Context: an optimization exercise on an open-source flow, tuned for small area. The choices shown serve that exercise and are no tape-out recipe. Where RTL was checked, it was by simulation tests only, not by an equivalence proof against the original. For runs 5 to 8, only the layout was checked, not whether the RTL still works. No driver is modelled on the clock port, so clocking that relies on it looks cheaper here than on a real chip. Power figures rest on the tool's default switching activity, not on a simulated workload.

**design/flow/run.sh**
```bash
#!/bin/bash
# synth_recipe.tcl (not shown) runs the flow's synth.tcl, then flattens the netlist and writes it again
# the make line also repeats each setting of config.mk as NAME=value (left out here)
make -C /OpenROAD-flow-scripts/flow DESIGN_CONFIG=/design/flow/config.mk WORK_HOME=/design/flow/orfs CLKGATE_MAP_FILE= SYNTH_SCRIPT=/design/flow/synth_recipe.tcl finish
```
**design/flow/config.mk**
```make
export PLATFORM = sky130hd
export DESIGN_NAME = SPI_Top
export DESIGN_NICKNAME = SPI_Top
export VERILOG_FILES = /design/flow/design.v
export SDC_FILE = /design/flow/constraint.sdc
export NUM_CORES = 4
export LEC_CHECK = 0
export CAP_MARGIN = 20
export CORE_MARGIN = 2
export CORE_UTILIZATION = 40
export SLEW_MARGIN = 20
```
**design/flow/constraint.sdc**
```tcl
create_clock -name core_clock -period 5.0 [get_ports {clk}]
set_input_delay 1.0000 -clock core_clock [delete_from_list [all_inputs] [get_ports {clk}]]
set_output_delay 1.0000 -clock core_clock [all_outputs]
set_load 0.01 [all_outputs]
```
**design/flow/design.v**
```verilog
`timescale 1ns / 1ps
module mux_4x1(
    input in1,
    input in2,
    input in3,
    input in4,
    input [1:0] sel,
    output reg out
    );
    always @(*) begin
        out = 'b0;
        case(sel)
            'b00: out = in1;
            'b01: out = in2;
            'b10: out = in3;
            'b11: out = in4;
        endcase
    end
endmodule
`timescale 1ns / 1ps
module SPI_Master
    #(parameter mode = 2'b00,bits_num = 8)(
    input clk,
    input reset,
    input tx_start,
    input [bits_num - 1:0] data_in,
    input miso,
    output reg sclk,
    output reg ss,
    output reg mosi,
    output reg tx_end,
    output reg [bits_num - 1:0] data_out
    );
    wire CPOL,CPHA;
    reg sclk_reg;
    wire neg_edge,pos_edge;
    reg [$clog2(bits_num) - 1:0] n;
    reg [$clog2(bits_num):0] counts;
    reg start;
    reg flag; 
    reg [bits_num - 1:0] data;
    assign {CPOL,CPHA} = mode;
    always @ (posedge clk) begin
        sclk_reg <= sclk;
    end
    assign pos_edge = sclk & !sclk_reg;
    assign neg_edge = !sclk & sclk_reg;
    always @(posedge clk,negedge reset) begin
        if(!reset) begin
            mosi <= 'b0;
            n <= 'b0;
            flag <= 'b0;
            counts <= 'b0;
            tx_end <= 'b0;
            sclk <= CPOL;
            ss <= 'b1;
            start <= 'b0;
            data <= 8'b0;
        end
        else if(tx_start) begin
			counts <= 'b1;
			sclk <= ~sclk;
			ss <= 'b0;
			start <= 'b1;
			tx_end <= 'b0;
			data <= 'b0;
			mosi <= data_in[bits_num - 1];
        end
        else if(start) begin
            counts <= counts + 1;
            ss <= 'b0;
            if(counts % 2 != 0) begin
                sclk <= ~sclk;
            end
            else begin
                sclk <= ~sclk;
            end
            if(counts == 2*bits_num | counts == 0) begin
                tx_end <= 'b1;
                ss <= 'b1;
                sclk <= CPOL;
                start <= 'b0;
            end
            n <= (CPOL)?((sclk)?(n):(n + 1)):((sclk)?(n + 1):(n));
            if(flag == 0) begin
                mosi <= data_in[bits_num - 1];
                data[bits_num - 2:0] <= 'b0;
                data[bits_num - 1] <= (CPHA)?(data[bits_num - 1]):(miso);
                flag <= 'b1;
            end
            else begin
                case(mode)
                    'b00: begin
                        mosi <= (neg_edge)?(data_in[bits_num-1-n]):(mosi);
                        data[bits_num-1-n] <= (pos_edge)?(miso):(data[bits_num-1-n]);
                    end
                    'b01: begin
                        mosi <= (pos_edge)?(data_in[bits_num-1-n]):(mosi);
                        if(n == 0)
                            data[0] <= (neg_edge)?(miso):(data[0]);
                        else
                           data[bits_num-n] <= (neg_edge)?(miso):(data[bits_num-n]);
                    end
                    'b10: begin
                        mosi <= (pos_edge)?(data_in[bits_num-1-n]):(mosi);
                        data[bits_num-1-n] <= (neg_edge)?(miso):(data[bits_num-1-n]);
                    end
                    'b11: begin
                        mosi <= (neg_edge)?(data_in[bits_num-1-n]):(mosi);
                        if(n == 0) begin
                            data[0] <= (pos_edge)?(miso):(data[0]);
                        end
                        else begin
                            data[bits_num-n] <= (pos_edge)?(miso):(data[bits_num-n]);
                        end
                    end
                endcase
            end
        end
        else if(tx_end) begin
            data_out <= data;
            flag <= 'b0;
            n <= 'b0;
        end
        else
            mosi <= data_in[bits_num - 1];
    end
endmodule
`timescale 1ns / 1ps
module SPI_Slave
    #(parameter mode = 2'b00,bits_num = 8)(
    input clk,
    input reset,
    input ss,
    input sclk,
    input tx_end,
    input [bits_num - 1:0] data_in,
    input mosi,
    output reg miso,
    output reg [bits_num - 1:0] data_out
    );
    wire CPOL,CPHA;
    reg sclk_reg;
    wire neg_edge,pos_edge;
    reg [$clog2(bits_num) - 1:0] n;
    reg flag; 
    reg [bits_num - 1:0] data;
    assign {CPOL,CPHA} = mode;
    always @ (posedge clk) begin
        sclk_reg <= sclk;
    end
    assign pos_edge = sclk & !sclk_reg;
    assign neg_edge = !sclk & sclk_reg;
    always @(posedge clk,negedge reset) begin
        if(!reset) begin
            miso <= 'b0;
            n <= 'b0;
            flag <= 'b0;
            data <= 'b0;
            data_out <= 'b0;
        end
        else if(tx_end) begin
            data_out <= data;
            flag <= 'b0;
            n <= 'b0;
            miso <= data_in[bits_num - 1];
        end
        else if(!ss) begin
            n <= (CPOL)?((sclk)?(n):(n + 1)):((sclk)?(n + 1):(n));
            if(flag == 0) begin
                miso <= data_in[bits_num - 1];
                data[bits_num - 2:0] <= 'b0;
                data[bits_num - 1] <= (CPHA)?(data[bits_num - 1]):(mosi);
                flag <= 'b1;
            end
            else begin
                case(mode)
                    'b00: begin
                        miso <= (neg_edge)?(data_in[bits_num-1-n]):(miso);
                        data[bits_num-1-n] <= (pos_edge)?(mosi):(data[bits_num-1-n]);
                    end
                    'b01: begin
                        miso <= (pos_edge)?(data_in[bits_num-1-n]):(miso);
                        if(n == 0)
                            data[0] <= (neg_edge)?(mosi):(data[0]);
                        else
                            data[bits_num-n] <= (neg_edge)?(mosi):(data[bits_num-n]);
                    end
                    'b10: begin
                        miso <= (pos_edge)?(data_in[bits_num-1-n]):(miso);
                        data[bits_num-1-n] <= (neg_edge)?(mosi):(data[bits_num-1-n]);
                    end
                    'b11: begin
                        miso <= (neg_edge)?(data_in[bits_num-1-n]):(miso);
                        if(n == 0) begin
                            data[0] <= (pos_edge)?(mosi):(data[0]);
                        end
                        else begin
                            data[bits_num-n] <= (pos_edge)?(mosi):(data[bits_num-n]);
                        end
                    end
                endcase
            end
        end
        else begin
            miso <= data_in[bits_num - 1];
        end
    end
endmodule
`timescale 1ns / 1ps
module SPI_Top
    #(parameter mode = 2'b00,bits_num = 32)(
    input clk,
    input reset,
    input tx_start,
    input [1:0] sel,
    input [bits_num - 1:0] master_data_in,
    input [bits_num - 1:0] slave1_data_in,
    input [bits_num - 1:0] slave2_data_in,
    input [bits_num - 1:0] slave3_data_in,
    input [bits_num - 1:0] slave4_data_in,
    output tx_end,
    output [bits_num - 1:0] master_data_out,
    output [bits_num - 1:0] slave1_data_out,
    output [bits_num - 1:0] slave2_data_out,
    output [bits_num - 1:0] slave3_data_out,
    output [bits_num - 1:0] slave4_data_out
    );
    wire ss,sclk,master_out,master_in;
    wire slave1_out,slave2_out,slave3_out,slave4_out;
    wire tx_end_sig;
    assign tx_end_sig = tx_end;
    mux_4x1 mux(
        .in1(slave1_out),
        .in2(slave2_out),
        .in3(slave3_out),
        .in4(slave4_out),
        .sel(sel),
        .out(master_in)
    );
    SPI_Master #(.mode(mode),.bits_num(bits_num)) master(
        .clk(clk),
        .reset(reset),
        .tx_start(tx_start),
        .data_in(master_data_in),
        .miso(master_in),
        .sclk(sclk),
        .ss(ss),
        .mosi(master_out),
        .tx_end(tx_end),
        .data_out(master_data_out)
    );
    SPI_Slave #(.mode(mode),.bits_num(bits_num)) slave1(
        .clk(clk),
        .reset(reset),
        .ss((sel == 'b00)?(ss):('b1)),
        .sclk(sclk),
        .data_in(slave1_data_in),
        .mosi(master_out),
        .miso(slave1_out),
        .tx_end(tx_end_sig),
        .data_out(slave1_data_out)
);
    SPI_Slave #(.mode(mode),.bits_num(bits_num)) slave2(
        .clk(clk),
        .reset(reset),
        .ss((sel == 'b01)?(ss):('b1)),
        .sclk(sclk),
        .data_in(slave2_data_in),
        .mosi(master_out),
        .miso(slave2_out),
        .tx_end(tx_end_sig),
        .data_out(slave2_data_out)
);
    SPI_Slave #(.mode(mode),.bits_num(bits_num)) slave3(
        .clk(clk),
        .reset(reset),
        .ss((sel == 'b10)?(ss):('b1)),
        .sclk(sclk),
        .data_in(slave3_data_in),
        .mosi(master_out),
        .miso(slave3_out),
        .tx_end(tx_end_sig),
        .data_out(slave3_data_out)
);
    SPI_Slave #(.mode(mode),.bits_num(bits_num)) slave4(
        .clk(clk),
        .reset(reset),
        .ss((sel == 'b11)?(ss):('b1)),
        .sclk(sclk),
        .data_in(slave4_data_in),
        .mosi(master_out),
        .miso(slave4_out),
        .tx_end(tx_end_sig),
        .data_out(slave4_data_out)
);
endmodule
```
==> reports/qor.csv, run 1 <==
metric,value,unit
DP Wirelength,39500,um
status,finished clean,
Layout Skew,23.7,ps
# IOs,326,
Initial DRC Count,1133,
DRC violations left,0,
largest net degree at the start of global routing,176,
# placed instances,2569,
top_reg_cell synth,dfrtp_1,
first-pass GRT wire length,89500,um
"Hold Vio Cnt, Final",0,
flop and latch count out of synthesis,366,
Internal,7.33,mW
"Cell Count, Final, Fillers Out",2647,
post-route ant nets,0,
die height,223,um
Placement Cell Area,0.0228,mm^2
"reg-to-reg slack, setup",1560,ps
via/cell ratio,5.72,
DP Worst Slack,1130,ps
RR Startpoint,master.sclk$_DFFE_PN0N_,
critical path type,flip-flop to flip-flop,
"most common cell after layout, fill and taps aside",dfrtp_1,
post-layout min period,3440,ps
final worst setup slack,1560,ps
Sequential Power Share,34.8,%
CTS sink count,366,
sequential area share after synthesis,48.6,%
endpoints failing setup,0,
core footprint,0.0475,mm^2
Area contributors post-synth,"dfrtp_1 43%, mux4_2 8.3%, mux2_2 8.0%",
TritonCTS Buffers,42,
fin crit share,68.8,%
row count,80,
Overflow after GRT,0,
"commonest non-fill, non-tap cells in the layout","330 x dfrtp_1, 324 x clkdlybuf4s50_1, 207 x o21ai_0",
fin util,51.2,%
Root Driver,clkbuf_16,
clock share of power,28.9,%
PortBufs,325,
Syn Nets,1923,
vias in the first global route,15300,
number of flops mapped to enable cells by yosys,32,
Final Max Slew Viols,0,
Syn Inst Count,1746,
initial core utilization,40.3,%
Detailed Route WL,56900,um
Avg WL per Cell,21.5,um
Worst R2R Path Depth,7,
critical path peak fanout,19,
Placer Congestion,0.874,
leading area contributor after synthesis,dfrtp_1,
Min Hold Slack,419,ps
clock buffer depth,3,
worst vdd ir,219,uV
Sw Share,36.6,%
Post-synth ARST share,91.0,%
NetSw,4.23,mW
static leakage,9.86,nW
Max Clk Rate,291,MHz
crit path launch type,flip-flop,
NumNets Final,2175,
Syn Area/Cell,11.0,um^2
Post-CTS Hold Fix Bufs,0,
Max Cap Viol,0,
fillers,4191,
Worst EP required,5460,ps
fraction of power consumed by combinational cells,36.2,%
die area,0.0497,mm^2
Yosys top cell area share,43.4,%
clock-pin slew on the worst setup and hold paths,60,ps
Finished Cell Area,0.0243,mm^2
Overall Power,11.6,mW
Worst Tran Pin Value,1070,ps
H-tree depth,2,
Worst slew margin,28.5,%
PwrDens,475,mW/mm^2
Hold Crit Class,primary input to async pin,
Setup TNS,0,ps
CTS tree,built,
Yosys cell types,74,
post-synthesis cell area,0.0192,mm^2
Antenna Cells,0,
DRT Pass-1 Iters,7,
cts repair resizes,0,
post-CTS setup buffer count,0,
YS warnings,3,
via count,15100,
Tot GR Track Use,22.9,%
Area Overhead vs Synth,27.0,%
r2r endpoint,slave2.data[19]$_DFFE_PN0P_,
RSZ-0062 raised after global routing,no,
Worst EP arrival,3900,ps
DIE WIDTH,223,um
CP Capture Type,flip-flop,
clock latency on the worst-skew pair,570,ps
antenna violations before repair,1,
share of layout cells above drive strength 1,16.6,%
==> worst max-delay path, stage by stage, from the launching register on <==
cell and delay [ps]:
dfrtp_1 720, nand2b_1 550, nor2_1 570, buf_4 240, a21oi_1 50, a311oi_1 570, nor3_1 300, a31o_2 310
==> power by group through the flow <==
stage	clock, mW	sequential, mW	combinational [mW]
after floorplan	0	3.71	3.04
after global placement	0	4.07	4.14
after detailed placement	0	4.08	4.17
after CTS	3.42	4.03	4.20
after global routing	3.55	4.11	4.56
final	3.35	4.03	4.19
==> per-layer routing <==
| metal | vias up | part of all wire, % | GRT usage (%) |
|---|---|---|---|
| met1 | 7656 | 44 | 31.2 |
| met5 | - | 0.016 | 0 |
| li1 | 6919 | - | - |
| met2 | 465 | 48 | 37.6 |
| met4 | 2 | 2.4 | 6.82 |
| met3 | 86 | 5.5 | 3.85 |
==> worst max path at each step <==
stage	depth (start not counted)	start	to
after detailed placement	7	sel[0]	slave2.data[21]$_DFFE_PN0P_
after floorplan	4	tx_start	master.data_out[0]$_DFFE_PP_
after CTS	7	master.sclk$_DFFE_PN0N_	slave2.data[21]$_DFFE_PN0P_
after global routing	7	master.sclk$_DFFE_PN0N_	slave2.data[21]$_DFFE_PN0P_
final	7	master.sclk$_DFFE_PN0N_	slave2.data[19]$_DFFE_PN0P_
after global placement	7	sel[0]	slave2.data[21]$_DFFE_PN0P_
==> layout make-up <==
| cell class | instances | area, um^2 | share of cell area (%) |
|---|---|---|---|
| Inverter | 55 | 206 | 0.849 |
| Timing Repair Buffer | 345 | 3430 | 14.1 |
| Clock buffer | 58 | 1240 | 5.12 |
| Tap cell | 615 | 769 | 3.16 |
| Multi-Input combinational cell | 1188 | 9090 | 37.4 |
| Sequential cell | 366 | 9320 | 38.3 |
| Clock inverter | 20 | 262 | 1.07 |
==> Yosys cell counts, types with 7 or more instances <==
master / number
or3_1: 14
nand4_1: 8
nand3_1: 25
or2_2: 20
o31ai_1: 20
ha_1: 12
and2_1: 14
a22o_1: 20
xnor2_1: 11
xor2_1: 13
dfrtp_1: 332
nor2_1: 71
inv_1: 55
mux2i_1: 55
nand3b_1: 8
nor2b_1: 23
mux4_2: 71
edfxtp_1: 32
o22ai_1: 38
buf_1: 13
o21ai_0: 207
o21a_1: 60
and3_1: 13
nand2_1: 111
clkbuf_1: 99
buf_2: 19
a21oi_1: 95
nor3b_1: 7
nor3_1: 17
mux2_2: 136
nand2b_1: 32
==> cell families after synthesis <==
group	synth area share (%)
buffers and inverters	4.09
adder cells (fa/ha/maj)	0.784
multiplexers	19.2
flip-flops	48.6
XOR/XNOR	1.10
AND/OR/NAND/NOR	10.3
AO/OA/AOI/OAI	16.0
==> run 2, diff against run 1 <==
==> design/flow/design.v (replaced) <==
module mux_4x1
    #(parameter bits_num = 32)(
    input [bits_num - 1:0] in1,
    input [bits_num - 1:0] in2,
    input [bits_num - 1:0] in3,
    input [bits_num - 1:0] in4,
    input [1:0] sel,
    output reg [bits_num - 1:0] out
    );
    always @(*) begin
        case (sel)
            2'b00: out = in1;
            2'b01: out = in2;
            2'b10: out = in3;
            default: out = in4;
        endcase
    end
endmodule
module SPI_Master
    #(parameter mode = 2'b00,bits_num = 32)(
    input clk,
    input reset,
    input tx_start,
    input [bits_num - 1:0] data_in,
    output reg tx_end,
    output load,
    output reg [bits_num - 1:0] data_out
    );
    reg run;
    reg [$clog2(bits_num):0] counts;
    assign load = run & tx_end;
    always @(posedge clk, negedge reset) begin
        if (!reset) begin
            run <= 1'b0;
            tx_end <= 1'b0;
            counts <= 'b0;
        end
        else if (tx_start) begin
            run <= 1'b1;
            tx_end <= 1'b0;
            counts <= 'b0;
        end
        else if (run) begin
            if (tx_end)
                run <= 1'b0;
            else begin
                counts <= counts + 1'b1;
                if (&counts)
                    tx_end <= 1'b1;
            end
        end
    end
    always @(posedge clk) begin
        if (load)
            data_out <= data_in;
    end
endmodule
module SPI_Slave
    #(parameter bits_num = 32)(
    input clk,
    input reset,
    input load,
    input [bits_num - 1:0] data_in,
    output reg [bits_num - 1:0] data_out
    );
    always @(posedge clk, negedge reset) begin
        if (!reset)
            data_out <= 'b0;
        else if (load)
            data_out <= data_in;
    end
endmodule
module SPI_Top
    #(parameter mode = 2'b00,bits_num = 32)(
    input clk,
    input reset,
    input tx_start,
    input [1:0] sel,
    input [bits_num - 1:0] master_data_in,
    input [bits_num - 1:0] slave1_data_in,
    input [bits_num - 1:0] slave2_data_in,
    input [bits_num - 1:0] slave3_data_in,
    input [bits_num - 1:0] slave4_data_in,
    output tx_end,
    output [bits_num - 1:0] master_data_out,
    output [bits_num - 1:0] slave1_data_out,
    output [bits_num - 1:0] slave2_data_out,
    output [bits_num - 1:0] slave3_data_out,
    output [bits_num - 1:0] slave4_data_out
    );
    wire [bits_num - 1:0] master_in;
    wire load;
    SPI_Master #(.mode(mode),.bits_num(bits_num)) master(
        .clk(clk),
        .reset(reset),
        .tx_start(tx_start),
        .data_in(master_in),
        .tx_end(tx_end),
        .load(load),
        .data_out(master_data_out)
    );
    mux_4x1 #(.bits_num(bits_num)) mux(
        .in1(slave1_data_in),
        .in2(slave2_data_in),
        .in3(slave3_data_in),
        .in4(slave4_data_in),
        .sel(sel),
        .out(master_in)
    );
    SPI_Slave #(.bits_num(bits_num)) slave1(
        .clk(clk), .reset(reset), .load(load & (sel == 2'b00)),
        .data_in(master_data_in), .data_out(slave1_data_out));
    SPI_Slave #(.bits_num(bits_num)) slave2(
        .clk(clk), .reset(reset), .load(load & (sel == 2'b01)),
        .data_in(master_data_in), .data_out(slave2_data_out));
    SPI_Slave #(.bits_num(bits_num)) slave3(
        .clk(clk), .reset(reset), .load(load & (sel == 2'b10)),
        .data_in(master_data_in), .data_out(slave3_data_out));
    SPI_Slave #(.bits_num(bits_num)) slave4(
        .clk(clk), .reset(reset), .load(load & (sel == 2'b11)),
        .data_in(master_data_in), .data_out(slave4_data_out));
endmodule
==> reports/qor.csv, run 2 <==
metric,value,unit
status,finished clean,
critical path type,primary input to flip-flop,
Final Max Slew Viols,0,
Top Metal Used,met4,
met1 WL,7130,um
Setup TNS,0,ps
cts repair resizes,0,
PwrDens,288,mW/mm^2
initial core utilization,41.2,%
die area,0.0182,mm^2
Area contributors post-synth,"dfrtp_1 50%, mux2_2 20%, edfxtp_1 14%",
Max Clk Rate,394,MHz
Yosys top cell area share,49.5,%
Area Overhead vs Synth,58.5,%
CP Cell Sequence,buf_2 -> nand3_2 -> buf_4 -> mux2_1,
Placement Cell Area,0.0103,mm^2
Worst slew margin,40.7,%
crit path launch type,primary input,
post-CTS setup buffer count,0,
endpoints failing setup,0,
DRC violations left,0,
"commonest non-fill, non-tap cells in the layout","322 x clkdlybuf4s50_1, 136 x dfrtp_1, 125 x mux2_2",
vias in the first global route,5321,
Post-CTS Hold Fix Bufs,0,
fin util,65.2,%
via/cell ratio,5.02,
first-pass GRT wire length,30800,um
"Largest stage delay, worst path",670,ps
DRT Pass-1 Iters,4,
Hold Crit Class,flip-flop to flip-flop,
fillers,1248,
worst vdd ir,284,uV
RR Startpoint,master.tx_end$_DFFE_PN0P_,
wire length on met3,1970,um
share of layout cells above drive strength 1,28.0,%
Syn Area/Cell,18.0,um^2
post-route ant nets,0,
row count,47,
Yosys cell types,23,
Layout Skew,5.45,ps
Tot GR Track Use,22.8,%
CTS sink count,168,
top-count cell post-synth,dfrtp_1,
Overflow after GRT,0,
fin crit share,50.7,%
flop and latch count out of synthesis,168,
min-delay src,slave1.data_out[1]$_DFFE_PN0P_,
antenna violations before repair,2,
sequential area share after synthesis,63.5,%
Avg WL per Cell,21.4,um
Worst Path Buf+Inv,2,
RSZ-0062 raised after global routing,no,
Top delay family on crit path,buffers and inverters,
PortBufs,325,
static leakage,4.69,nW
Finished Cell Area,0.0109,mm^2
YS warnings,3,
"most common cell after layout, fill and taps aside",clkdlybuf4s50_1,
Post-synth ARST share,81.0,%
Detailed Route WL,20200,um
Worst Tran Pin Value,890,ps
# IOs,326,
top_reg_cell synth,dfrtp_1,
critical path peak fanout,36,
leading area contributor after synthesis,dfrtp_1,
Root Driver,clkbuf_16,
NumNets Final,875,
clock buffer depth,2,
H-tree depth,4,
# placed instances,910,
Syn Inst Count,381,
"top cells by count, synth","136 x dfrtp_1, 125 x mux2_2, 32 x edfxtp_1, 32 x mux4_2, 16 x buf_2",
highest-delay cell along the critical path,buf_2,
Max Cap Viol,0,
TritonCTS Buffers,17,
clock-pin slew on the worst setup and hold paths,60,ps
DIE WIDTH,135,um
Worst EP arrival,2840,ps
"Cell Count, Final, Fillers Out",944,
DP Wirelength,15000,um
largest net degree at the start of global routing,63,
"Hold Vio Cnt, Final",0,
clock latency on the worst-skew pair,420,ps
Met2 Wirelength,10700,um
via count,4736,
post-synthesis cell area,0.00687,mm^2
Worst EP required,5300,ps
Placer Congestion,0.750,
CP Capture Type,flip-flop,
CTS tree,built,
Initial DRC Count,151,
Critical path origin,sel[1],
die height,135,um
core footprint,0.0167,mm^2
number of flops mapped to enable cells by yosys,32,
Syn Nets,547,
post-layout min period,2540,ps
run 2: cell count changes after synthesis, moves of 39 or more:
cell,delta
o21ai_0,-207
inv_1,-55
nor2_1,-64
a21oi_1,-95
o21a_1,-60
mux4_2,-39
dfrtp_1,-196
clkbuf_1,-96
nand2_1,-111
mux2i_1,-54
run 2: final cells by class:
cell class	count	area, um^2	area share [%]
Sequential cell	168	4360	40.1
Timing Repair Buffer	332	3290	30.2
Multi-Input combinational cell	190	2390	21.9
Antenna cell	2	5.00	0.0459
Tap cell	220	275	2.53
Clock buffer	20	457	4.19
Clock inverter	12	115	1.06
run 2: where the power goes:
group	total, mW	switching, mW	leakage [nW]	internal, mW
combinational	0.403	0.138	2.27	0.266
sequential	1.48	0.0272	2.14	1.45
clock	1.26	0.541	0.274	0.718
run 2: logic make-up after synthesis:
family,Yosys count,synth area share (%)
simple gates,22,1.97
mux,164,32.1
buf+inv,23,1.88
compound gates,1,0.127
xor+xnor,2,0.255
flops,168,63.5
fa+ha+maj,1,0.182
run 2: final timing paths:
path | endpoint | slack (ps) | cells after the start
worst max-delay path | slave4.data_out[17]$_DFFE_PN0P_ | 2460 | 4
worst min-delay path | slave1.data_out[1]$_DFFE_PN0P_ | 490 | 1
worst max register to register | slave1.data_out[3]$_DFFE_PN0P_ | 2550 | 4
worst min register to register | slave1.data_out[1]$_DFFE_PN0P_ | 490 | 1
max in group asynchronous | slave2.data_out[1]$_DFFE_PN0P_ | 3320 | 2
min in group asynchronous | slave1.data_out[9]$_DFFE_PN0P_ | 640 | 1
run 2: worst reg2reg max path, stage by stage (launching register included):
cell	delay (ps)
dfrtp_1	400
and2_2	760
nor3b_4	310
buf_4	450
mux2_2	420
run 2: layer usage:
metal  vias to the layer above  GRT usage [%]
met2                       204           40.6
met4                         0           7.52
met5                         -              0
met1                      2418           24.9
met3                        23           9.20
li1                       2091              -
run 2: metrics by stage:
step / worst slack, ps / hold slack [ps] / power, mW
5_1_grt: 2320 / 515 / 3.27
3_5_place_dp: 1970 / 479 / 1.91
4_1_cts: 2420 / 499 / 3.18
6_report: 2460 / 494 / 3.14
3_3_place_gp: 2040 / 470 / 1.90
2_1_floorplan: 2710 / 529 / 1.62
==> run 3, diff against run 2 <==
==> design/flow/design.v (replaced) <==
module mux_4x1
    #(parameter bits_num = 32)(
    input clk,
    input [bits_num - 1:0] in1,
    input [bits_num - 1:0] in2,
    input [bits_num - 1:0] in3,
    input [bits_num - 1:0] in4,
    input [3:0] ld,
    input hm,
    output reg [bits_num - 1:0] out
    );
    always @(posedge clk)
        out <= ({bits_num{ld[0]}} & in1) | ({bits_num{ld[1]}} & in2) |
               ({bits_num{ld[2]}} & in3) | ({bits_num{ld[3]}} & in4) |
               ({bits_num{hm}} & out);
endmodule
module SPI_Master
    #(parameter mode = 2'b00,bits_num = 32)(
    input clk,
    input reset,
    input tx_start,
    input [1:0] sel,
    output reg tx_end,
    output reg [3:0] ld,
    output reg [3:0] hd,
    output reg hm
    );
    reg run;
    reg [$clog2(bits_num):0] counts;
    wire last = run & (&counts);
    wire [3:0] ld_next = last ? (4'b0001 << sel) : 4'b0000;
    always @(posedge clk, negedge reset) begin
        if (!reset) begin
            run <= 1'b0;
            tx_end <= 1'b0;
            counts <= 'b0;
            ld <= 4'b0000;
            hd <= 4'b1111;
            hm <= 1'b1;
        end
        else begin
            ld <= ld_next;
            hd <= ~ld_next;
            hm <= ~last;
            if (tx_start) begin
                run <= 1'b1;
                tx_end <= 1'b0;
                counts <= 'b0;
            end
            else if (run) begin
                counts <= counts + 1'b1;
                if (&counts) begin
                    run <= 1'b0;
                    tx_end <= 1'b1;
                end
            end
        end
    end
endmodule
module SPI_Slave
    #(parameter bits_num = 32)(
    input clk,
    input reset,
    input ld,
    input hd,
    input [bits_num - 1:0] data_in,
    output reg [bits_num - 1:0] data_out
    );
    always @(posedge clk, negedge reset) begin
        if (!reset)
            data_out <= 'b0;
        else
            data_out <= ({bits_num{ld}} & data_in) | ({bits_num{hd}} & data_out);
    end
endmodule
module SPI_Top
    #(parameter mode = 2'b00,bits_num = 32)(
    input clk,
    input reset,
    input tx_start,
    input [1:0] sel,
    input [bits_num - 1:0] master_data_in,
    input [bits_num - 1:0] slave1_data_in,
    input [bits_num - 1:0] slave2_data_in,
    input [bits_num - 1:0] slave3_data_in,
    input [bits_num - 1:0] slave4_data_in,
    output tx_end,
    output [bits_num - 1:0] master_data_out,
    output [bits_num - 1:0] slave1_data_out,
    output [bits_num - 1:0] slave2_data_out,
    output [bits_num - 1:0] slave3_data_out,
    output [bits_num - 1:0] slave4_data_out
    );
    wire [3:0] ld, hd;
    wire hm;
    SPI_Master #(.mode(mode),.bits_num(bits_num)) master(
        .clk(clk),
        .reset(reset),
        .tx_start(tx_start),
        .sel(sel),
        .tx_end(tx_end),
        .ld(ld),
        .hd(hd),
        .hm(hm)
    );
    mux_4x1 #(.bits_num(bits_num)) mux(
        .clk(clk),
        .in1(slave1_data_in),
        .in2(slave2_data_in),
        .in3(slave3_data_in),
        .in4(slave4_data_in),
        .ld(ld),
        .hm(hm),
        .out(master_data_out)
    );
    SPI_Slave #(.bits_num(bits_num)) slave1(
        .clk(clk), .reset(reset), .ld(ld[0]), .hd(hd[0]),
        .data_in(master_data_in), .data_out(slave1_data_out));
    SPI_Slave #(.bits_num(bits_num)) slave2(
        .clk(clk), .reset(reset), .ld(ld[1]), .hd(hd[1]),
        .data_in(master_data_in), .data_out(slave2_data_out));
    SPI_Slave #(.bits_num(bits_num)) slave3(
        .clk(clk), .reset(reset), .ld(ld[2]), .hd(hd[2]),
        .data_in(master_data_in), .data_out(slave3_data_out));
    SPI_Slave #(.bits_num(bits_num)) slave4(
        .clk(clk), .reset(reset), .ld(ld[3]), .hd(hd[3]),
        .data_in(master_data_in), .data_out(slave4_data_out));
endmodule
==> design/flow/flow/run.sh (new file) <==
#!/bin/bash
# The standard layout, with the port buffers made of the smallest buffer cell
# instead of the one the resizer picks by default. Output goes to standard.log.
set -euo pipefail
export BUFFER_PORTS_ARGS="-buffer_cell sky130_fd_sc_hd__buf_1"
bash standard.sh > standard.log 2>&1
==> design/flow/standard.sh (new file) <==
#!/bin/bash
# synth_recipe.tcl (not shown) runs the flow's synth.tcl, then flattens the netlist and writes it again
# the make line also repeats each setting of config.mk as NAME=value (left out here)
make -C /OpenROAD-flow-scripts/flow DESIGN_CONFIG=/design/flow/config.mk WORK_HOME=/design/flow/orfs CLKGATE_MAP_FILE= SYNTH_SCRIPT=/design/flow/synth_recipe.tcl "${@:-finish}"
removed: design/flow/run.sh
==> reports/qor.csv, run 3 <==
metric,value,unit
clock buffer depth,2,
fin util,53.3,%
critical path peak fanout,2,
post-route ant nets,0,
"Hold Vio Cnt, Final",0,
"most common cell after layout, fill and taps aside",buf_1,
static leakage,3.72,nW
PortBufs,325,
Post-CTS Hold Fix Bufs,0,
Critical path origin,slave3.data_out[29]$_DFF_PN0_,
Yosys top cell area share,54.2,%
CTS sink count,177,
DIE WIDTH,131,um
Root Driver,clkbuf_16,
CP Capture Type,output port,
# IOs,326,
CTS tree,built,
DRC violations left,0,
PwrDens,368,mW/mm^2
Worst R2R Path Depth,3,
cts repair resizes,0,
first-pass GRT wire length,30700,um
endpoints failing setup,0,
antenna violations before repair,0,
fillers,1468,
Max Cap Viol,0,
Detailed Route WL,21300,um
die area,0.0172,mm^2
RSZ-0062 raised after global routing,no,
clock latency on the worst-skew pair,430,ps
Overflow after GRT,0,
Worst EP arrival,1020,ps
Area Overhead vs Synth,30.6,%
Initial DRC Count,579,
Post-synth ARST share,81.9,%
Min Hold Slack,479,ps
multi-input logic area,0.00200,mm^2
YS warnings,3,
DRT Pass-1 Iters,6,
Antenna Cells,0,
via count,5746,
post-CTS setup buffer count,0,
Yosys cell types,29,
final worst setup slack,2980,ps
Placer Congestion,0.764,
"Largest stage delay, worst path",360,ps
Max Clk Rate,495,MHz
worst vdd ir,226,uV
Hold Crit Class,flip-flop to flip-flop,
top-count cell post-synth,dfrtp_1,
post-synthesis cell area,0.00646,mm^2
top_reg_cell synth,dfrtp_1,
DP Worst Slack,2420,ps
highest-delay cell along the critical path,dfrtp_1,
"top cells by count, synth","140 x dfrtp_1, 128 x a22o_1, 35 x nand2_1",
status,finished clean,
post-layout min period,2020,ps
number of flops mapped to enable cells by yosys,0,
TritonCTS Buffers,17,
Worst slew margin,42.2,%
Worst Path Buf+Inv,1,
Area contributors post-synth,"dfrtp_1 54%, a22o_1 17%, dfxtp_1 9.9%",
Top delay family on crit path,flip-flops,
flop and latch count out of synthesis,177,
CP Cell Sequence,buf_1,
Final Max Slew Viols,0,
r2r endpoint,mux.out[0]$_DFF_P_,
Worst Tran Pin Value,868,ps
critical path type,flip-flop to output port,
RR Startpoint,master.ld[0]$_DFF_PN0_,
sequential cell area,0.00428,mm^2
clock-pin slew on the worst setup and hold paths,60,ps
Avg WL per Cell,21.0,um
NumNets Final,950,
die height,131,um
"commonest non-fill, non-tap cells in the layout","324 x buf_1, 136 x dfrtp_1, 128 x a22o_1",
Syn Nets,645,
Stages on worst setup path,1,
initial core utilization,40.8,%
leading area contributor after synthesis,dfrtp_1,
Syn Inst Count,479,
DP Wirelength,14000,um
H-tree depth,4,
largest net degree at the start of global routing,81,
row count,46,
Setup TNS,0,ps
Tot GR Track Use,23.8,%
share of layout cells above drive strength 1,6.15,%
sequential area share after synthesis,66.2,%
crit path launch type,flip-flop,
core footprint,0.0158,mm^2
via/cell ratio,5.67,
Layout Skew,9.75,ps
crit path capture,slave3_data_out[29],
Syn Area/Cell,13.5,um^2
"reg-to-reg slack, setup",3260,ps
vias in the first global route,5427,
Worst EP required,4000,ps
fin crit share,40.4,%
==> run 3: area by class of cell <==
| cell class | count | share of cell area (%) |
|---|---|---|
| Sequential cell | 177 | 50.7 |
| Multi-Input combinational cell | 255 | 23.7 |
| Timing Repair Buffer | 331 | 15.1 |
| Clock buffer | 19 | 5.25 |
| Tap cell | 216 | 3.20 |
| Clock inverter | 13 | 1.91 |
| Inverter | 2 | 0.0890 |
==> run 3: worst min path at each step <==
stage                                      start                           end  slack (ps)  cells past startpoint
global placement             mux.out[10]$_DFF_P_           mux.out[10]$_DFF_P_         460                      2
floorplan           master.counts[1]$_DFFE_PN0P_  master.counts[1]$_DFFE_PN0P_         510                      2
finish                       mux.out[21]$_DFF_P_           mux.out[21]$_DFF_P_         480                      2
detailed placement           mux.out[21]$_DFF_P_           mux.out[21]$_DFF_P_         470                      2
CTS                          mux.out[21]$_DFF_P_           mux.out[21]$_DFF_P_         480                      2
global route                  mux.out[9]$_DFF_P_            mux.out[9]$_DFF_P_         500                      2
==> run 3: metrics by stage <==
stage                     power, mW  instances  instance area (um^2)
after floorplan                1.63        479                  6460
final                          3.10       1013                  8440
after global routing           3.23       1013                  8440
after global placement         1.77        981                  7830
after detailed placement       1.77        981                  7830
after CTS                      3.13       1013                  8430
==> run 3: routing by layer <==
| layer | part of all wire (%) | track usage (%) | wire [um] | vias up |
|---|---|---|---|---|
| met1 | 43 | 33.8 | 9220 | 2930 |
| met4 | 1.6 | 8.95 | 347 | 0 |
| met5 | 0 | 0 | 0 | - |
| met3 | 7.4 | 4.91 | 1580 | 34 |
| li1 | - | - | - | 2504 |
| met2 | 48 | 36.3 | 10200 | 278 |
==> run 3: cells by family (layout without fill, tap and decap cells) <==
kind of cell,Yosys count,after routing,share of synthesized area [%]
buffers and inverters,47,365,2.87
AND/OR/NAND/NOR,53,53,3.70
adder cells (fa/ha/maj),1,1,0.194
XOR/XNOR,4,4,0.542
AO/OA/AOI/OAI,196,196,26.4
flip-flops,177,177,66.2
multiplexers,1,1,0.155
==> run 3: where the power goes <==
part           internal, mW  switching, mW  leakage [nW]
logic                0.0936          0.131          1.22
registers              1.49         0.0342          2.21
clock network         0.799          0.557         0.285
total                  2.38          0.723          3.72
==> run 3: worst min-delay path, stage by stage, from the launching register on <==
cell,delay (ps)
dfxtp_1,320
a222oi_1,70
nand2_1,60
==> run 4, diff against run 3 <==
==> design/flow/flow/run.sh (replaced) <==
#!/bin/bash
# The standard layout, with the port buffers made of the smallest buffer cell
# and a clock tree of small buffers without dummy loads. Output goes to standard.log.
set -euo pipefail
export BUFFER_PORTS_ARGS="-buffer_cell sky130_fd_sc_hd__buf_1"
export CTS_ARGS="-sink_clustering_enable -repair_clock_nets -dont_use_dummy_load -buf_list sky130_fd_sc_hd__clkbuf_8"
bash standard.sh > standard.log 2>&1
--- a/design/flow/config.mk
+++ b/design/flow/config.mk
@@ -9,3 +9,3 @@
 export CORE_MARGIN = 2
-export CORE_UTILIZATION = 40
+export CORE_UTILIZATION = 50
 export SLEW_MARGIN = 20
==> reports/qor.csv, run 4 <==
metric,value,unit
Internal,1.88,mW
H-tree depth,4,
"Largest stage delay, worst path",360,ps
Post-CTS Hold Fix Bufs,0,
Antenna Cells,0,
"reg-to-reg slack, setup",3420,ps
Root Driver,clkbuf_8,
Post-synth ARST share,81.9,%
Syn Area/Cell,13.5,um^2
flop and latch count out of synthesis,177,
Sw Share,23.4,%
# IOs,326,
crit path launch type,flip-flop,
Min Hold Slack,481,ps
worst vdd ir,159,uV
highest-delay cell along the critical path,dfrtp_1,
Layout Skew,14.8,ps
CTS tree,built,
Hold Crit Class,flip-flop to flip-flop,
DIE WIDTH,118,um
vias in the first global route,5526,
Max Clk Rate,493,MHz
Placement Cell Area,0.00778,mm^2
post-synthesis cell area,0.00646,mm^2
Tot GR Track Use,29.0,%
post-CTS setup buffer count,0,
Setup TNS,0,ps
top_reg_cell synth,dfrtp_1,
Finished Cell Area,0.00801,mm^2
initial core utilization,51.2,%
via/cell ratio,5.89,
clock-pin slew on the worst setup and hold paths,70,ps
Area contributors post-synth,"dfrtp_1 54%, a22o_1 17%, dfxtp_1 9.9%",
largest net degree at the start of global routing,72,
Critical path origin,slave4.data_out[29]$_DFF_PN0_,
Worst R2R Path Depth,3,
Yosys cell types,29,
PwrDens,306,mW/mm^2
YS warnings,3,
clock share of power,28.9,%
CP Cell Sequence,buf_1,
RSZ-0062 raised after global routing,no,
Max Cap Viol,0,
cts repair resizes,0,
Syn Inst Count,479,
Worst slew margin,38.0,%
Final Max Slew Viols,0,
TritonCTS Buffers,17,
leading area contributor after synthesis,dfrtp_1,
DRC violations left,0,
"top cells by count, synth","140 x dfrtp_1, 128 x a22o_1, 35 x nand2_1",
sequential area share after synthesis,66.2,%
fillers,1130,
CTS sink count,177,
"commonest non-fill, non-tap cells in the layout","324 x buf_1, 136 x dfrtp_1, 128 x a22o_1",
Initial DRC Count,597,
clock buffer depth,2,
Yosys top cell area share,54.2,%
CP Capture Type,output port,
RR Startpoint,master.ld[1]$_DFF_PN0_,
"Hold Vio Cnt, Final",0,
DRT Pass-1 Iters,6,
r2r endpoint,mux.out[6]$_DFF_P_,
fin crit share,40.6,%
NumNets Final,951,
post-route ant nets,0,
Placer Congestion,0.863,
"most common cell after layout, fill and taps aside",buf_1,
Worst EP required,4000,ps
Overflow after GRT,0,
Worst Path Buf+Inv,1,
DP Wirelength,13700,um
static leakage,3.56,nW
share of layout cells above drive strength 1,4.60,%
Worst Tran Pin Value,929,ps
Syn Nets,645,
endpoints failing setup,0,
critical path type,flip-flop to output port,
NetSw,574,uW
crit path capture,slave4_data_out[29],
critical path peak fanout,2,
number of flops mapped to enable cells by yosys,0,
status,finished clean,
PortBufs,325,
Worst EP arrival,1030,ps
clock latency on the worst-skew pair,440,ps
core footprint,0.0126,mm^2
Detailed Route WL,20100,um
post-layout min period,2030,ps
Area Overhead vs Synth,24.0,%
via count,5622,
die area,0.0138,mm^2
row count,41,
die height,118,um
first-pass GRT wire length,31000,um
Sequential Power Share,61.9,%
Top delay family on crit path,flip-flops,
top-count cell post-synth,dfrtp_1,
fraction of power consumed by combinational cells,9.1,%
antenna violations before repair,0,
Stages on worst setup path,1,
Avg WL per Cell,21.1,um
## run 4: cell counts after synthesis
No cell type changed its count.
## run 4: logic make-up (layout without fill, tap and decap cells)
logic type / count (synthesis) / in the layout / share of synthesized area, %
buffers and inverters: 47 / 351 / 2.87
adders and majority gates: 1 / 1 / 0.194
AOI/OAI and AO/OA: 196 / 196 / 26.4
xor gates and xnor gates: 4 / 4 / 0.542
DFF: 177 / 177 / 66.2
and+or+nand+nor: 53 / 53 / 3.70
muxes: 1 / 1 / 0.155
## run 4: metal layers
layer	track usage (%)	share of wire, %
met5	0	0
met3	9.88	9.5
met2	44.9	47
met1	38.7	41
met4	9.34	1.8
## run 4: power groups by stage
stage / Combinational (mW) / Sequential, mW / Clock [mW]
final: 0.223 / 1.52 / 0.710
after global routing: 0.247 / 1.53 / 0.791
after CTS: 0.227 / 1.52 / 0.728
after detailed placement: 0.227 / 1.55 / 0
after global placement: 0.222 / 1.54 / 0
after floorplan: 0.0564 / 1.57 / 0
## run 4: how the worst min path moves through the flow
stage                                       startpoint  slack, ps                           end  cells past startpoint
after floorplan           master.counts[1]$_DFFE_PN0P_        510  master.counts[1]$_DFFE_PN0P_                      2
after global placement              mux.out[9]$_DFF_P_        460            mux.out[9]$_DFF_P_                      2
after detailed placement            mux.out[9]$_DFF_P_        470            mux.out[9]$_DFF_P_                      2
after CTS                           mux.out[9]$_DFF_P_        480            mux.out[9]$_DFF_P_                      2
after global routing               mux.out[26]$_DFF_P_        500           mux.out[26]$_DFF_P_                      2
final                              mux.out[26]$_DFF_P_        480           mux.out[26]$_DFF_P_                      2
## run 4: through the flow
step | power [mW] | setup WS, ps | std cells | utilization [%]
3_3_place_gp | 1.77 | 2720 | 938 | 61.6
3_5_place_dp | 1.77 | 2680 | 938 | 61.6
5_1_grt | 2.56 | 2890 | 955 | 63.5
6_report | 2.45 | 2970 | 955 | 63.5
2_1_floorplan | 1.63 | 3520 | 479 | -
4_1_cts | 2.47 | 2940 | 955 | 63.5
## run 4: cell type report
class / count / area [um^2] / area share (%)
Clock buffer: 17 / 234 / 2.92
Timing Repair Buffer: 332 / 1280 / 15.9
Sequential cell: 177 / 4280 / 53.4
Inverter: 2 / 7.51 / 0.0937
Tap cell: 172 / 215 / 2.69
Multi-Input combinational cell: 255 / 2000 / 25.0
==> run 5, diff against run 4 <==
--- a/design/flow/design.v
+++ b/design/flow/design.v
@@ -31,2 +31,9 @@
     wire [3:0] ld_next = last ? (4'b0001 << sel) : 4'b0000;
+    always @(posedge clk) begin
+        hd <= ~ld_next;
+        if (tx_start)
+            counts <= 'b0;
+        else
+            counts <= counts + 1'b1;
+    end
     always @(posedge clk, negedge reset) begin
@@ -35,5 +42,3 @@
             tx_end <= 1'b0;
-            counts <= 'b0;
             ld <= 4'b0000;
-            hd <= 4'b1111;
             hm <= 1'b1;
@@ -42,3 +47,2 @@
             ld <= ld_next;
-            hd <= ~ld_next;
             hm <= ~last;
@@ -47,6 +51,4 @@
                 tx_end <= 1'b0;
-                counts <= 'b0;
             end
             else if (run) begin
-                counts <= counts + 1'b1;
                 if (&counts) begin
==> reports/qor.csv, run 5 <==
metric,value,unit
clock buffer depth,2,
via/cell ratio,5.91,
Setup TNS,0,ps
critical path type,flip-flop to output port,
top_reg_cell synth,dfrtp_1,
"reg-to-reg slack, setup",3340,ps
Worst EP arrival,1040,ps
antenna violations before repair,3,
post-synthesis cell area,0.00638,mm^2
YS warnings,3,
vias in the first global route,5150,
flop and latch count out of synthesis,177,
Max Cap Viol,0,
leading area contributor after synthesis,dfrtp_1,
"Largest stage delay, worst path",360,ps
"top cells by count, synth","134 x dfrtp_1, 128 x a22o_1, 42 x dfxtp_1",
"commonest non-fill, non-tap cells in the layout","324 x buf_1, 130 x dfrtp_1, 128 x a22o_1",
Overflow after GRT,0,
post-route ant nets,0,
Post-synth ARST share,76.3,%
Placer Congestion,0.839,
Yosys top cell area share,52.5,%
Detailed Route WL,20700,um
CTS tree,built,
Overall Power,2.46,mW
clock-pin slew on the worst setup and hold paths,80,ps
Avg WL per Cell,21.5,um
core footprint,0.0125,mm^2
crit path launch type,flip-flop,
Worst slew margin,44.3,%
TritonCTS Buffers,17,
die height,117,um
Yosys cell types,29,
"most common cell after layout, fill and taps aside",buf_1,
sequential area share after synthesis,66.1,%
Post-CTS Hold Fix Bufs,0,
Worst EP required,4000,ps
Max Clk Rate,490,MHz
row count,41,
CP Capture Type,output port,
Worst Tran Pin Value,836,ps
critical path peak fanout,2,
top-count cell post-synth,dfrtp_1,
post-layout min period,2040,ps
cts repair resizes,0,
post-CTS setup buffer count,0,
Root Driver,clkbuf_8,
NumNets Final,950,
DP Wirelength,14100,um
Layout Skew,18.5,ps
DRT Pass-1 Iters,9,
largest net degree at the start of global routing,52,
Syn Nets,641,
Min Hold Slack,456,ps
H-tree depth,4,
fillers,1068,
status,finished clean,
Top delay family on crit path,flip-flops,
static leakage,3.51,nW
clock latency on the worst-skew pair,450,ps
DIE WIDTH,117,um
fin crit share,40.8,%
Hold Crit Class,flip-flop to flip-flop,
number of flops mapped to enable cells by yosys,0,
endpoints failing setup,0,
PwrDens,308,mW/mm^2
Syn Area/Cell,13.4,um^2
PortBufs,325,
worst vdd ir,193,uV
RSZ-0062 raised after global routing,no,
Area Overhead vs Synth,25.0,%
via count,5670,
Syn Inst Count,475,
# IOs,326,
highest-delay cell along the critical path,dfrtp_1,
first-pass GRT wire length,29500,um
CP Cell Sequence,buf_1,
initial core utilization,51.0,%
share of layout cells above drive strength 1,4.73,%
DRC violations left,0,
Final Max Slew Viols,0,
Tot GR Track Use,29.2,%
Worst Path Buf+Inv,1,
die area,0.0137,mm^2
Initial DRC Count,576,
"Hold Vio Cnt, Final",0,
Area contributors post-synth,"dfrtp_1 53%, a22o_1 18%, dfxtp_1 13%",
CTS sink count,177,
run 5: cell types whose count changed after synthesis, sizes merged, moves of 2 or more:
cell and delta:
buf -3, clkbuf +2, dfrtp -6, dfxtp +10, nand3 +2, nand4 -2
nand2 -2, dfstp -4, xor2 -2
run 5: per-layer routing:
layer | track usage, % | share of wire [%] | vias to the layer above
met5 | 0 | 0 | -
met4 | 11.5 | 1.7 | 0
met3 | 7.98 | 8.6 | 26
met2 | 44.3 | 49 | 292
met1 | 40.5 | 41 | 2870
li1 | - | - | 2482
run 5: per-stage QoR:
| stage | setup WS, ps | cells | instance area (um^2) | utilization [%] |
|---|---|---|---|---|
| floorplan | 3420 | 475 | 6380 | - |
| global placement | 2870 | 937 | 7730 | 61.7 |
| detailed placement | 2810 | 937 | 7730 | 61.7 |
| CTS | 2920 | 954 | 7960 | 63.6 |
| global route | 2890 | 956 | 7970 | 63.7 |
| finish | 2960 | 959 | 7980 | 63.7 |
run 5: cell type report:
cell class	instances	area, um^2	area share [%]
repair buffers	334	1290	16.2
inverters	2	7.51	0.0941
well taps	172	215	2.70
diodes	5	12.5	0.157
multi-input cells	252	1990	24.9
flip-flops and latches	177	4230	53.0
clock buffers	17	234	2.93
run 5: report_power, final:
| group | internal, mW | total [mW] | switching [mW] | leakage, nW |
|---|---|---|---|---|
| sequential | 1.48 | 1.51 | 0.0330 | 2.17 |
| clock | 0.301 | 0.729 | 0.428 | 0.122 |
| combinational | 0.0907 | 0.216 | 0.126 | 1.21 |
run 5: path summary, 6_finish.rpt:
check,start,endpoint,depth (start not counted)
setup / recovery,slave2.data_out[31]$_DFF_PN0_,slave2_data_out[31],1
hold / removal,master.counts[0]$_SDFF_PP0_,master.counts[0]$_SDFF_PP0_,1
setup reg to reg,master.ld[0]$_DFF_PN0_,mux.out[23]$_DFF_P_,3
hold reg to reg,master.counts[0]$_SDFF_PP0_,master.counts[0]$_SDFF_PP0_,1
max in group asynchronous,reset,master.ld[0]$_DFF_PN0_,2
min in group asynchronous,reset,slave3.data_out[23]$_DFF_PN0_,1
run 5: logic make-up after synthesis:
logic type | count (synthesis) | synth area share [%]
buffers and inverters | 46 | 2.71
AND/OR/NAND/NOR | 53 | 3.88
flip-flops | 177 | 66.1
adder cells (fa/ha/maj) | 1 | 0.196
AO/OA/AOI/OAI | 195 | 26.7
XOR/XNOR | 3 | 0.412
==> run 6, diff against run 5 <==
==> design/flow/flow/run.sh (replaced) <==
#!/bin/bash
# The standard layout, with the port buffers made of the smallest buffer cell,
# a clock tree of clkbuf_4 without dummy loads, and the clock buffers that drive
# the most flip-flops upsized after CTS (flow/post_cts.tcl). Output goes to
# standard.log.
set -euo pipefail
export BUFFER_PORTS_ARGS="-buffer_cell sky130_fd_sc_hd__buf_1"
export CTS_ARGS="-sink_clustering_enable -repair_clock_nets -dont_use_dummy_load -buf_list sky130_fd_sc_hd__clkbuf_4"
export POST_CTS_TCL="$PWD/flow/post_cts.tcl"
bash standard.sh > standard.log 2>&1
==> design/flow/flow/post_cts.tcl (new file) <==
# After CTS: a clkbuf_4 that drives many flip-flop clock pins gives them too
# slow a clock edge, so upsize those to clkbuf_8 and legalize again.
set limit 13
set n_up 0
foreach inst [[ord::get_db_block] getInsts] {
  if {[[$inst getMaster] getName] ne "sky130_fd_sc_hd__clkbuf_4"} continue
  set it [$inst findITerm X]
  if {$it eq "NULL"} continue
  set net [$it getNet]
  if {$net eq "NULL" || [$net getSigType] ne "CLOCK"} continue
  set fanout [expr {[llength [$net getITerms]] - 1}]
  if {$fanout >= $limit} {
    replace_cell [get_cells [$inst getName]] sky130_fd_sc_hd__clkbuf_8
    incr n_up
  }
}
puts "post_cts: upsized $n_up clock buffers"
detailed_placement
check_placement -verbose
estimate_parasitics -placement
==> reports/qor.csv, run 6 <==
metric,value,unit
DP Wirelength,14100,um
crit path launch type,flip-flop,
clock latency on the worst-skew pair,440,ps
Tot GR Track Use,29.1,%
via count,5703,
YS warnings,3,
number of flops mapped to enable cells by yosys,0,
top-count cell post-synth,dfrtp_1,
clock share of power,26.2,%
via/cell ratio,5.98,
post-layout min period,2040,ps
Worst Path Buf+Inv,1,
critical path type,flip-flop to output port,
antenna violations before repair,0,
CP Capture Type,output port,
CTS sink count,177,
clock-pin slew on the worst setup and hold paths,120,ps
critical path peak fanout,2,
Area Overhead vs Synth,23.6,%
Syn Area/Cell,13.4,um^2
Worst Tran Pin Value,845,ps
PortBufs,325,
endpoints failing setup,0,
Internal,1.77,mW
highest-delay cell along the critical path,dfrtp_1,
Area contributors post-synth,"dfrtp_1 53%, a22o_1 18%, dfxtp_1 13%",
Syn Inst Count,475,
PwrDens,297,mW/mm^2
Setup TNS,0,ps
Initial DRC Count,578,
Yosys top cell area share,52.5,%
min-delay src,master.counts[0]$_SDFF_PP0_,
CP Cell Sequence,buf_1,
Final Max Slew Viols,0,
Hold Crit Class,flip-flop to flip-flop,
Post-synth ARST share,76.3,%
post-synthesis cell area,0.00638,mm^2
"most common cell after layout, fill and taps aside",buf_1,
Sequential Power Share,64.6,%
first-pass GRT wire length,29200,um
"Cell Count, Final, Fillers Out",954,
Yosys cell types,29,
fraction of power consumed by combinational cells,9.2,%
Layout Skew,42.5,ps
Top delay family on crit path,flip-flops,
Antenna Cells,0,
die area,0.0137,mm^2
vias in the first global route,5104,
Max Clk Rate,489,MHz
Avg WL per Cell,21.7,um
"top cells by count, synth","134 x dfrtp_1, 128 x a22o_1, 42 x dfxtp_1",
Worst slew margin,43.7,%
die height,117,um
DRC violations left,0,
RR Startpoint,master.ld[0]$_DFF_PN0_,
fin util,63.0,%
Sw Share,24.4,%
"Largest stage delay, worst path",400,ps
# placed instances,937,
Overflow after GRT,0,
share of layout cells above drive strength 1,4.73,%
Syn Nets,641,
top_reg_cell synth,dfrtp_1,
NumNets Final,950,
leading area contributor after synthesis,dfrtp_1,
Critical path origin,slave2.data_out[30]$_DFF_PN0_,
row count,41,
Worst EP arrival,1040,ps
NetSw,571,uW
status,finished clean,
Detailed Route WL,20700,um
# IOs,326,
largest net degree at the start of global routing,52,
fin crit share,40.9,%
flop and latch count out of synthesis,177,
core footprint,0.0125,mm^2
Max Cap Viol,0,
static leakage,3.47,nW
"commonest non-fill, non-tap cells in the layout","324 x buf_1, 130 x dfrtp_1, 128 x a22o_1",
Min Hold Slack,456,ps
Worst EP required,4000,ps
initial core utilization,51.0,%
post-route ant nets,0,
Placer Congestion,0.839,
DIE WIDTH,117,um
DRT Pass-1 Iters,7,
sequential area share after synthesis,66.1,%
worst vdd ir,176,uV
RSZ-0062 raised after global routing,no,
"Hold Vio Cnt, Final",0,
CTS tree,built,
[run 6: path summary, 6_finish.rpt]
path | endpoint | slack, ps | cells after the start
hold / removal | master.counts[0]$_SDFF_PP0_ | 460 | 1
hold reg to reg | master.counts[0]$_SDFF_PP0_ | 460 | 1
min in group asynchronous | slave3.data_out[23]$_DFF_PN0_ | 610 | 1
setup reg to reg | mux.out[26]$_DFF_P_ | 3280 | 3
max in group asynchronous | master.ld[3]$_DFF_PN0_ | 3310 | 2
setup / recovery | slave2_data_out[30] | 2960 | 1
[run 6: stage by stage]
step	power [mW]	area (um^2)	worst slack [ps]
2_1_floorplan	1.62	6380	3420
3_3_place_gp	1.75	7730	2870
3_5_place_dp	1.76	7730	2810
5_1_grt	2.46	7890	2870
6_report	2.34	7890	2960
[run 6: area by class of cell]
cell class	count	area (um^2)
clock buffers	17	159
repair buffers	334	1290
flip-flops and latches	177	4230
inverters	2	7.51
well taps	172	215
multi-input cells	252	1990
fillers	1084	4630
[run 6: logic make-up (layout without fill, tap and decap cells)]
kind of cell / after synthesis / in the layout / synth area share [%]
compound gates: 195 / 195 / 26.7
xor+xnor: 3 / 3 / 0.412
fa+ha+maj: 1 / 1 / 0.196
buf+inv: 46 / 353 / 2.71
flops: 177 / 177 / 66.1
simple gates: 53 / 53 / 3.88
[run 6: metal layers]
metal	vias up	global-route usage (%)	share of wire, %
met5	-	0	0
met4	0	9.73	2.0
met3	31	7.26	9.0
met2	322	44.8	48
met1	2864	40.9	41
li1	2486	-	-
[run 6: power groups by stage]
stage	clock [mW]	combinational, mW	sequential [mW]
finish	0.614	0.216	1.51
global route	0.698	0.241	1.52
floorplan	0	0.0535	1.56
detailed placement	0	0.218	1.54
global placement	0	0.213	1.54
==> run 7, diff against run 6 <==
--- a/design/flow/config.mk
+++ b/design/flow/config.mk
@@ -10,2 +10,3 @@
 export CORE_UTILIZATION = 50
+export GPL_TIMING_DRIVEN = 0
 export SLEW_MARGIN = 20
==> reports/qor.csv, run 7 <==
metric,value,unit
status,finished clean,
# IOs,326,
Max Cap Viol,0,
leading area contributor after synthesis,dfrtp_1,
Hold Crit Class,primary input to async pin,
DIE WIDTH,117,um
vias in the first global route,5385,
die height,117,um
Worst slew margin,59.1,%
NumNets Final,988,
largest net degree at the start of global routing,35,
static leakage,3.52,nW
CTS sink count,177,
sequential area share after synthesis,66.1,%
core footprint,0.0125,mm^2
highest-delay cell along the critical path,dfrtp_1,
DP Wirelength,15500,um
row count,41,
"Hold Vio Cnt, Final",0,
post-synthesis mux area share,0,%
Final Max Slew Viols,0,
"commonest non-fill, non-tap cells in the layout","339 x buf_1, 134 x dfrtp_1, 128 x a22o_1",
initial core utilization,51.0,%
Placer Congestion,0.862,
Area contributors post-synth,"dfrtp_1 53%, a22o_1 18%, dfxtp_1 13%",
XOR/XNOR share of the synthesized area,0.412,%
Tot GR Track Use,29.6,%
DP Worst Slack,3300,ps
Overflow after GRT,0,
fin util,64.3,%
wire length on met3,1620,um
Min Hold Slack,456,ps
DRT Pass-1 Iters,8,
RSZ-0062 raised after global routing,no,
CP Cell Sequence,buf_1,
Syn Inst Count,475,
Yosys cell types,29,
via count,5722,
Post-Synth Adder-Cell Area,0.196,%
worst vdd ir,160,uV
via/cell ratio,5.77,
clock latency on the worst-skew pair,450,ps
"Largest stage delay, worst path",380,ps
die area,0.0137,mm^2
Worst EP required,4000,ps
top_reg_cell synth,dfrtp_1,
post-synthesis cell area,0.00638,mm^2
critical path type,flip-flop to output port,
Syn Area/Cell,13.4,um^2
Top delay family on crit path,flip-flops,
PwrDens,292,mW/mm^2
"top cells by count, synth","134 x dfrtp_1, 128 x a22o_1, 42 x dfxtp_1",
main combinational cell family by area after synthesis,compound AO/OA/AOI/OAI gates,
top-count cell post-synth,dfrtp_1,
Placement Cell Area,0.00789,mm^2
Max Clk Rate,486,MHz
Antenna Cells,0,
Worst Path Buf+Inv,1,
Worst EP arrival,1060,ps
# placed instances,975,
first-pass GRT wire length,29900,um
Area Overhead vs Synth,26.2,%
Post-synth ARST share,76.3,%
CP Capture Type,output port,
final worst setup slack,2940,ps
endpoints failing setup,0,
post-route ant nets,0,
Worst Tran Pin Value,613,ps
Syn Nets,641,
PortBufs,324,
antenna violations before repair,0,
YS warnings,3,
Initial DRC Count,500,
Top Metal Used,met4,
Layout Skew,39.7,ps
share of layout cells above drive strength 1,3.29,%
clock-pin slew on the worst setup and hold paths,120,ps
simple-gate share of the synthesized area,3.88,%
Compound-Gate Fraction of Synth Area,26.7,%
Avg WL per Cell,20.8,um
fin crit share,41.2,%
flop and latch count out of synthesis,177,
"most common cell after layout, fill and taps aside",buf_1,
"Cell Count, Final, Fillers Out",992,
number of flops mapped to enable cells by yosys,0,
Detailed Route WL,20700,um
Yosys top cell area share,52.5,%
crit path launch type,flip-flop,
Met2 Wirelength,9810,um
DRC violations left,0,
Finished Cell Area,0.00805,mm^2
critical path peak fanout,2,
CTS tree,built,
met1 WL,8670,um
post-layout min period,2060,ps
[run 7: changes by cell type in the layout (fill, tap and decap cells not counted)]
cell | before | now
dfxtp_2 | 1 | 0
dfrtp_1 | 130 | 134
buf_12 | 0 | 4
buf_1 | 324 | 339
clkbuf_1 | 0 | 28
clkbuf_4 | 13 | 12
buf_2 | 0 | 1
dfxtp_1 | 41 | 42
buf_4 | 9 | 0
dfrtp_2 | 4 | 0
[run 7: path summary, 6_finish.rpt]
path	from	to	slack, ps	cells past startpoint
setup / recovery	slave2.data_out[31]$_DFF_PN0_	slave2_data_out[31]	2940	1
max in group asynchronous	reset	slave4.data_out[6]$_DFF_PN0_	3830	3
setup reg to reg	master.ld[2]$_DFF_PN0_	slave3.data_out[17]$_DFF_PN0_	3310	3
hold reg to reg	master.counts[0]$_SDFF_PP0_	master.counts[0]$_SDFF_PP0_	460	1
hold / removal	reset	slave4.data_out[24]$_DFF_PN0_	460	1
min in group core_clock	master.counts[0]$_SDFF_PP0_	master.counts[0]$_SDFF_PP0_	460	1
[run 7: routing by layer]
layer / track usage, % / up-vias
met5: 0 / -
met2: 46.0 / 267
met3: 8.03 / 35
met1: 40.0 / 2866
met4: 12.0 / 0
li1: - / 2554
[run 7: final cells by class]
type / count / area [um^2]
plain buffers: 44 / 165
inverters: 2 / 7.51
repair buffers: 328 / 1300
flip-flops and latches: 177 / 4220
clock buffers: 17 / 159
well taps: 172 / 215
multi-input cells: 252 / 1990
fillers: 1107 / 4460
[run 7: power breakdown]
part           total, mW  internal (mW)  switching (mW)
registers           1.51           1.48          0.0334
clock network      0.614          0.201           0.413
logic              0.223         0.0959           0.127
total               2.35           1.78           0.573
[run 7: through the flow]
stage          total power, mW  TNS [ps]
2_1_floorplan             1.62         0
3_3_place_gp              1.75   -362170
3_5_place_dp              1.77         0
5_1_grt                   2.46         0
6_report                  2.35         0
[run 7: logic make-up (layout without fill, tap and decap cells)]
family	count (synthesis)	in the layout
AO/OA/AOI/OAI	195	195
flip-flops	177	177
AND/OR/NAND/NOR	53	53
buffers and inverters	46	391
XOR/XNOR	3	3
adder cells (fa/ha/maj)	1	1
==> run 8, diff against run 7 <==
--- a/design/flow/config.mk
+++ b/design/flow/config.mk
@@ -7,6 +7,5 @@
 export LEC_CHECK = 0
-export CAP_MARGIN = 20
+export CAP_MARGIN = 0
 export CORE_MARGIN = 2
 export CORE_UTILIZATION = 50
-export GPL_TIMING_DRIVEN = 0
-export SLEW_MARGIN = 20
+export SLEW_MARGIN = 0
==> reports/qor.csv, run 8 <==
metric,value,unit
clock latency on the worst-skew pair,440,ps
crit path launch type,flip-flop,
CTS tree,built,
DRC violations left,0,
XOR/XNOR share of the synthesized area,0.412,%
Post-Synth Adder-Cell Area,0.196,%
die height,117,um
first-pass GRT wire length,29200,um
antenna violations before repair,0,
die area,0.0137,mm^2
YS warnings,3,
Antenna Cells,0,
DIE WIDTH,117,um
status,finished clean,
"most common cell after layout, fill and taps aside",buf_1,
main combinational cell family by area after synthesis,compound AO/OA/AOI/OAI gates,
top-count cell post-synth,dfrtp_1,
Setup TNS,0,ps
Final Max Slew Viols,0,
Detailed Route WL,20700,um
Placer Congestion,0.839,
Worst EP required,4000,ps
Syn Area/Cell,13.4,um^2
Hold Path Depth,1,
fin crit share,40.9,%
DP Wirelength,14100,um
Worst R2R Path Depth,3,
Worst Tran Pin Value,845,ps
critical path type,flip-flop to output port,
Worst Path Buf+Inv,1,
via/cell ratio,5.98,
PortBufs,325,
Tot GR Track Use,29.1,%
Worst slew margin,43.7,%
core footprint,0.0125,mm^2
Finished Cell Area,0.00789,mm^2
vias in the first global route,5104,
share of layout cells above drive strength 1,4.73,%
Area contributors post-synth,"dfrtp_1 53%, a22o_1 18%, dfxtp_1 13%",
Syn Nets,641,
simple-gate share of the synthesized area,3.88,%
number of flops mapped to enable cells by yosys,0,
Placement Cell Area,0.00773,mm^2
# IOs,326,
post-layout min period,2040,ps
post-route ant nets,0,
"Largest stage delay, worst path",400,ps
RSZ-0062 raised after global routing,no,
clock-pin slew on the worst setup and hold paths,120,ps
Avg WL per Cell,21.7,um
PwrDens,297,mW/mm^2
"commonest non-fill, non-tap cells in the layout","324 x buf_1, 130 x dfrtp_1, 128 x a22o_1",
Area Overhead vs Synth,23.6,%
post-synthesis cell area,0.00638,mm^2
flop and latch count out of synthesis,177,
multi-input logic area,0.00199,mm^2
Max Cap Viol,0,
Yosys top cell area share,52.5,%
leading area contributor after synthesis,dfrtp_1,
fillers,1084,
Post-synth ARST share,76.3,%
Top delay family on crit path,flip-flops,
Max Clk Rate,489,MHz
fin util,63.0,%
initial core utilization,51.0,%
DRT Pass-1 Iters,7,
Syn Inst Count,475,
Worst EP arrival,1040,ps
Layout Skew,42.5,ps
largest net degree at the start of global routing,52,
Initial DRC Count,578,
NumNets Final,950,
row count,41,
Yosys cell types,29,
endpoints failing setup,0,
"Hold Vio Cnt, Final",0,
Hold Crit Class,flip-flop to flip-flop,
critical path peak fanout,2,
sequential area share after synthesis,66.1,%
post-synthesis mux area share,0,%
via count,5703,
highest-delay cell along the critical path,dfrtp_1,
Stages on worst setup path,1,
CP Cell Sequence,buf_1,
top_reg_cell synth,dfrtp_1,
"top cells by count, synth","134 x dfrtp_1, 128 x a22o_1, 42 x dfxtp_1",
static leakage,3.47,nW
CTS sink count,177,
CP Capture Type,output port,
Compound-Gate Fraction of Synth Area,26.7,%
Overflow after GRT,0,
sequential cell area,0.00423,mm^2
worst vdd ir,176,uV
run 8: cell types whose count changed in the layout (fill, tap and decap cells not counted), sizes merged:
cell	change
buf	-11
clkbuf	-27
run 8: layer usage:
metal / wire (um) / vias to the layer above / share of wire [%] / GRT usage (%)
met5: 0 / - / 0 / 0
met4: 407 / 0 / 2.0 / 9.73
met3: 1850 / 31 / 9.0 / 7.26
met2: 9870 / 322 / 48 / 44.8
met1: 8530 / 2864 / 41 / 40.9
li1: - / 2486 / - / -
run 8: worst paths after layout:
path                                            endpoint                           from  slack, ps
max in group asynchronous         master.ld[3]$_DFF_PN0_                          reset       3310
max                                  slave2_data_out[30]  slave2.data_out[30]$_DFF_PN0_       2960
min                          master.counts[0]$_SDFF_PP0_    master.counts[0]$_SDFF_PP0_        460
min reg2reg                  master.counts[0]$_SDFF_PP0_    master.counts[0]$_SDFF_PP0_        460
max reg2reg                          mux.out[26]$_DFF_P_         master.ld[0]$_DFF_PN0_       3280
min in group asynchronous  slave3.data_out[23]$_DFF_PN0_                          reset        610
run 8: per-stage QoR:
step	setup WS (ps)	std cells	power [mW]	hold slack (ps)
after floorplan	3420	475	1.62	418
after global placement	2870	937	1.75	429
after detailed placement	2810	937	1.76	442
after global routing	2870	954	2.46	480
final	2960	954	2.34	456
run 8: power breakdown:
group	internal, mW	switching [mW]	leakage, nW
clock	0.201	0.412	0.0912
combinational	0.0907	0.126	1.21
sequential	1.48	0.0330	2.17
run 8: logic make-up (layout without fill, tap and decap cells):
logic type	after synthesis	count (layout)
flops	177	177
buf+inv	46	353
fa+ha+maj	1	1
simple gates	53	53
compound gates	195	195
xor+xnor	3	3
run 8: area by class of cell:
| cell class | instances | area share, % |
|---|---|---|
| Clock buffer | 17 | 2.01 |
| Inverter | 2 | 0.0952 |
| Multi-Input combinational cell | 252 | 25.2 |
| Sequential cell | 177 | 53.6 |
| Tap cell | 172 | 2.73 |
| Timing Repair Buffer | 334 | 16.4 |

what the ideal ports hide:
The results above use ideal ports. As a check the final layouts listed here were re-extracted and re-timed, cells and wires unchanged.
Step 1 assumes that a clkbuf_16 drives the clock port and a buf_2 every other input.
Step 2, shift: input delay + t, output delay - t, t = (earliest + latest rising clock arrival at the registers) / 2. This alone moves slack from input paths to output paths.
Slacks: no drivers / after step 1 / after step 2; pairs: no drivers / after step 1.
run | shift t [ns] | setup slack, ns
run 1 | 0.617 | 1.559 / 1.559 / 1.122
run 2 | 0.457 | 2.464 / 2.477 / 2.020
run 3 | 0.466 | 2.978 / 2.935 / 2.854
run 4 | 0.470 | 2.970 / 2.932 / 2.769
run 5 | 0.472 | 2.959 / 2.921 / 2.879
run 6 | 0.459 | 2.957 / 2.919 / 2.864
run 7 | 0.472 | 2.942 / 2.902 / 3.293
run 8 | 0.459 | 2.957 / 2.919 / 2.864
After both steps every run listed still meets setup and hold. The worst setup slack also covers recovery checks on asynchronous resets.
